Context: an optimization exercise on an open-source flow, tuned for small area. The choices shown serve that exercise and are no tape-out recipe.
In this exercise RTL edits were held to simulation tests only and were not proved equivalent to the original.
The clock port is modelled as an ideal driver; clocking choices that lean on that would not hold on a real chip.

## mainblock
module mainblock(clk_50M, reset, dio, sclk, stb, data_check, light_chuc1, light_dv1, light_chuc2, light_dv2,light1, light2);
For scale: ~190 cells after synthesis, about 38 flip-flops, about 33 I/O pins.
export LEC_CHECK = 0
export CAP_MARGIN = 20
export CORE_MARGIN = 2
export CORE_UTILIZATION = 40
export GPL_TIMING_DRIVEN = 0
export PLACE_DENSITY = 0.95
export SLEW_MARGIN = 20
create_clock -name core_clock -period 5.0 [get_ports {clk_50M}]
standard.sh (not shown) runs the stock make flow with config.mk's settings and CLKGATE_MAP_FILE= SYNTH_SCRIPT=/design/flow/synth_recipe.tcl, a recipe that flattens the netlist after the stock synthesis.
==> flow/flow/run.sh <==
#!/bin/bash
# Layout flow:
#  1. the standard synthesis, then a second synthesis (flow/synth.tcl) that
#     differs only in its combinational mapping. Its registers are renamed to
#     the standard synthesis's names (flow/regs.py, matched by the net each
#     drives), and it is kept only if it then has exactly the same registers
#     (names and cell types); otherwise the standard netlist is used.
#  2. the standard placement, with the smallest buffer (buf_1) on the ports.
#  3. clock tree (flow/clock.tcl): one to four clock buffers fed by the clock
#     port, each driving a group of nearby registers; the smallest choice
#     whose estimated clock-pin slew is under 112 ps is kept.
#  4. the standard routing and finishing.
# Each step's output goes to its own log file in this folder.
set -euo pipefail
RES=orfs/results/$FLOW_PLATFORM/mainblock/base
PORTBUF='BUFFER_PORTS_ARGS=-buffer_cell sky130_fd_sc_hd__buf_1'
bash standard.sh synth > synth_standard.log 2>&1
mkdir -p keep
cp $RES/1_2_yosys.v $RES/1_2_yosys.sdc $RES/1_synth.odb $RES/1_synth.sdc keep/
python3 flow/regs.py list keep/1_2_yosys.v > regs_standard.txt
rm -f $RES/1_2_yosys.v $RES/1_2_yosys.sdc $RES/1_synth.odb $RES/1_synth.sdc
if bash standard.sh SYNTH_SCRIPT=$PWD/flow/synth.tcl synth > synth_own.log 2>&1 \
   && python3 flow/regs.py rename keep/1_2_yosys.v $RES/1_2_yosys.v own_renamed.v \
   && cp own_renamed.v $RES/1_2_yosys.v && rm -f $RES/1_synth.odb $RES/1_synth.sdc \
   && bash standard.sh synth > synth_own_odb.log 2>&1 \
   && python3 flow/regs.py list $RES/1_2_yosys.v > regs_own.txt \
   && cmp -s regs_standard.txt regs_own.txt; then
  echo "own synthesis kept" > synth_choice.log
else
  echo "own synthesis dropped, standard synthesis used" > synth_choice.log
  cp keep/* $RES/
fi
bash standard.sh "$PORTBUF" place > place.log 2>&1
export RES
export LIB=$FLOW_HOME/platforms/sky130hd/lib/sky130_fd_sc_hd__tt_025C_1v80.lib
export SETRC=$FLOW_HOME/platforms/sky130hd/setRC.tcl
export CLKPORT=clk_50M
ok=0
for cfg in "3 clkbuf_4" "1 clkbuf_16" "2 clkbuf_8" "4 clkbuf_4" "3 clkbuf_8" "4 clkbuf_8" "4 clkbuf_16"; do
  set -- $cfg
  CLK_GROUPS=$1 CLKBUF=sky130_fd_sc_hd__$2 openroad -no_init -exit flow/clock.tcl > clock_$1_$2.log 2>&1
  s=$(sed -n 's/^max clk slew //p' clock_$1_$2.log)
  if awk -v s="$s" 'BEGIN{exit !(s < 0.112)}'; then ok=1; break; fi
done
[[ $ok == 1 ]]
bash standard.sh "$PORTBUF" finish > finish.log 2>&1
==> flow/flow/synth.tcl <==
# The standard flow's synthesis (synth_recipe.tcl) with two changes: no adder extraction
# (extract_fa), and an area-oriented ABC script (flow/abc.script), run with a
# few random seeds and two mappings, keeping the smallest result whose delay
# (ABC's estimate) is at most max_delay. Registers are mapped exactly as in
# the standard synthesis.
set flowdir [file dirname [file normalize [info script]]]
set max_delay 1850
proc synth {args} { yosys synth -nofsm -noshare {*}$args }
proc extract_fa {args} { puts "extract_fa skipped" }
proc design_area {} {
  set s [tee -q -s result.string stat {*}$::lib_args]
  regexp {Chip area for module[^:]*:\s*([0-9.]+)} $s -> a
  return $a
}
proc abc {args} {
  set i [lsearch -exact $args -script]
  if { $i < 0 } {
    yosys abc {*}$args
    return
  }
  set f [open $::flowdir/abc.script]
  set script [read $f]
  close $f
  yosys design -save abc_in
  set best -1
  set best_fast 0
  foreach seed {0 1 2 3 4 5} {
    foreach map {{dch -f; amap} {dch -f; amap; strash; dch -f; amap}} {
      set fn $::env(OBJECTS_DIR)/abc_run.script
      set f [open $fn w]
      puts $f [string map [list @SEED@ $seed @MAP@ $map] $script]
      close $f
      yosys design -load abc_in
      set log [tee -q -s result.string abc {*}[lreplace $args [expr {$i + 1}] [expr {$i + 1}] $fn]]
      set a [design_area]
      set d 0
      regexp {Delay =\s*([0-9.]+) ps} $log -> d
      puts "abc seed $seed, mapping '$map': area $a, delay $d ps"
      set fast [expr {$d > 0 && $d <= $::max_delay}]
      if { $best < 0 || ($fast && !$best_fast) || ($fast == $best_fast && $a < $best) } {
        set best $a
        set best_fast $fast
        yosys design -save abc_best
      }
    }
  }
  yosys design -load abc_best
  puts "abc kept area $best"
}
source $::env(SCRIPTS_DIR)/synth.tcl
# left out here: clear keep_hierarchy, flatten, clean up, hide names made inside functions, write 1_2_yosys.v
Other scripts of this flow, unchanged in this note and not shown: flow/flow/abc.script, flow/flow/clock.tcl, flow/flow/regs.py
The first run went through all stages and came out clean.
Edit:
--- a/flow/flow/synth.tcl
+++ b/flow/flow/synth.tcl
@@ -3,3 +3,2 @@
-# few random seeds and two mappings, keeping the smallest result whose delay
-# (ABC's estimate) is at most max_delay. Registers are mapped exactly as in
-# the standard synthesis.
+# few random seeds and two mappings, keeping the smallest result. Registers
+# are mapped exactly as in the standard synthesis.
@@ -7 +5,0 @@
-set max_delay 1850
@@ -26 +23,0 @@
-  set best_fast 0
@@ -34 +31 @@
-      set log [tee -q -s result.string abc {*}[lreplace $args [expr {$i + 1}] [expr {$i + 1}] $fn]]
+      yosys abc {*}[lreplace $args [expr {$i + 1}] [expr {$i + 1}] $fn]
@@ -36,5 +33,2 @@
-      set d 0
-      regexp {Delay =\s*([0-9.]+) ps} $log -> d
-      puts "abc seed $seed, mapping '$map': area $a, delay $d ps"
-      set fast [expr {$d > 0 && $d <= $::max_delay}]
-      if { $best < 0 || ($fast && !$best_fast) || ($fast == $best_fast && $a < $best) } {
+      puts "abc seed $seed, mapping '$map': area $a"
+      if { $best < 0 || $a < $best } {
@@ -42 +35,0 @@
-        set best_fast $fast
What happened: Area after synthesis is unchanged. Die area does not change. Flip-flop and latch count stays the same. Via count stays the same.

port drivers added, routing unchanged:
How much do the figures lean on ideal ports? The routed layouts below were timed once more, with nothing changed but the port constraints. Step 1 (the two cells are an assumption about what drives the block):
set clk [get_ports {clk_50M}]
set_driving_cell -lib_cell sky130_fd_sc_hd__clkbuf_16 $clk
set_driving_cell -lib_cell sky130_fd_sc_hd__buf_2 [delete_from_list [all_inputs] $clk]
Step 2, shift: input delay + t, output delay - t, t = (earliest + latest rising clock arrival at the registers) / 2. This alone moves slack from input paths to output paths. Three values: ideal ports, drivers, drivers and shift; two values: the first two.
run | shift t [ns] | slack for setup (ns) | worst setup path after step 2 | worst register clock-pin slew, ns
the first run | 0.202 | 0.460 / 0.414 / 0.616 | register to output | 0.10 / 0.10
the second run | 0.202 | 0.460 / 0.414 / 0.616 | register to output | 0.10 / 0.10
After both steps setup and hold are still met in every run listed.
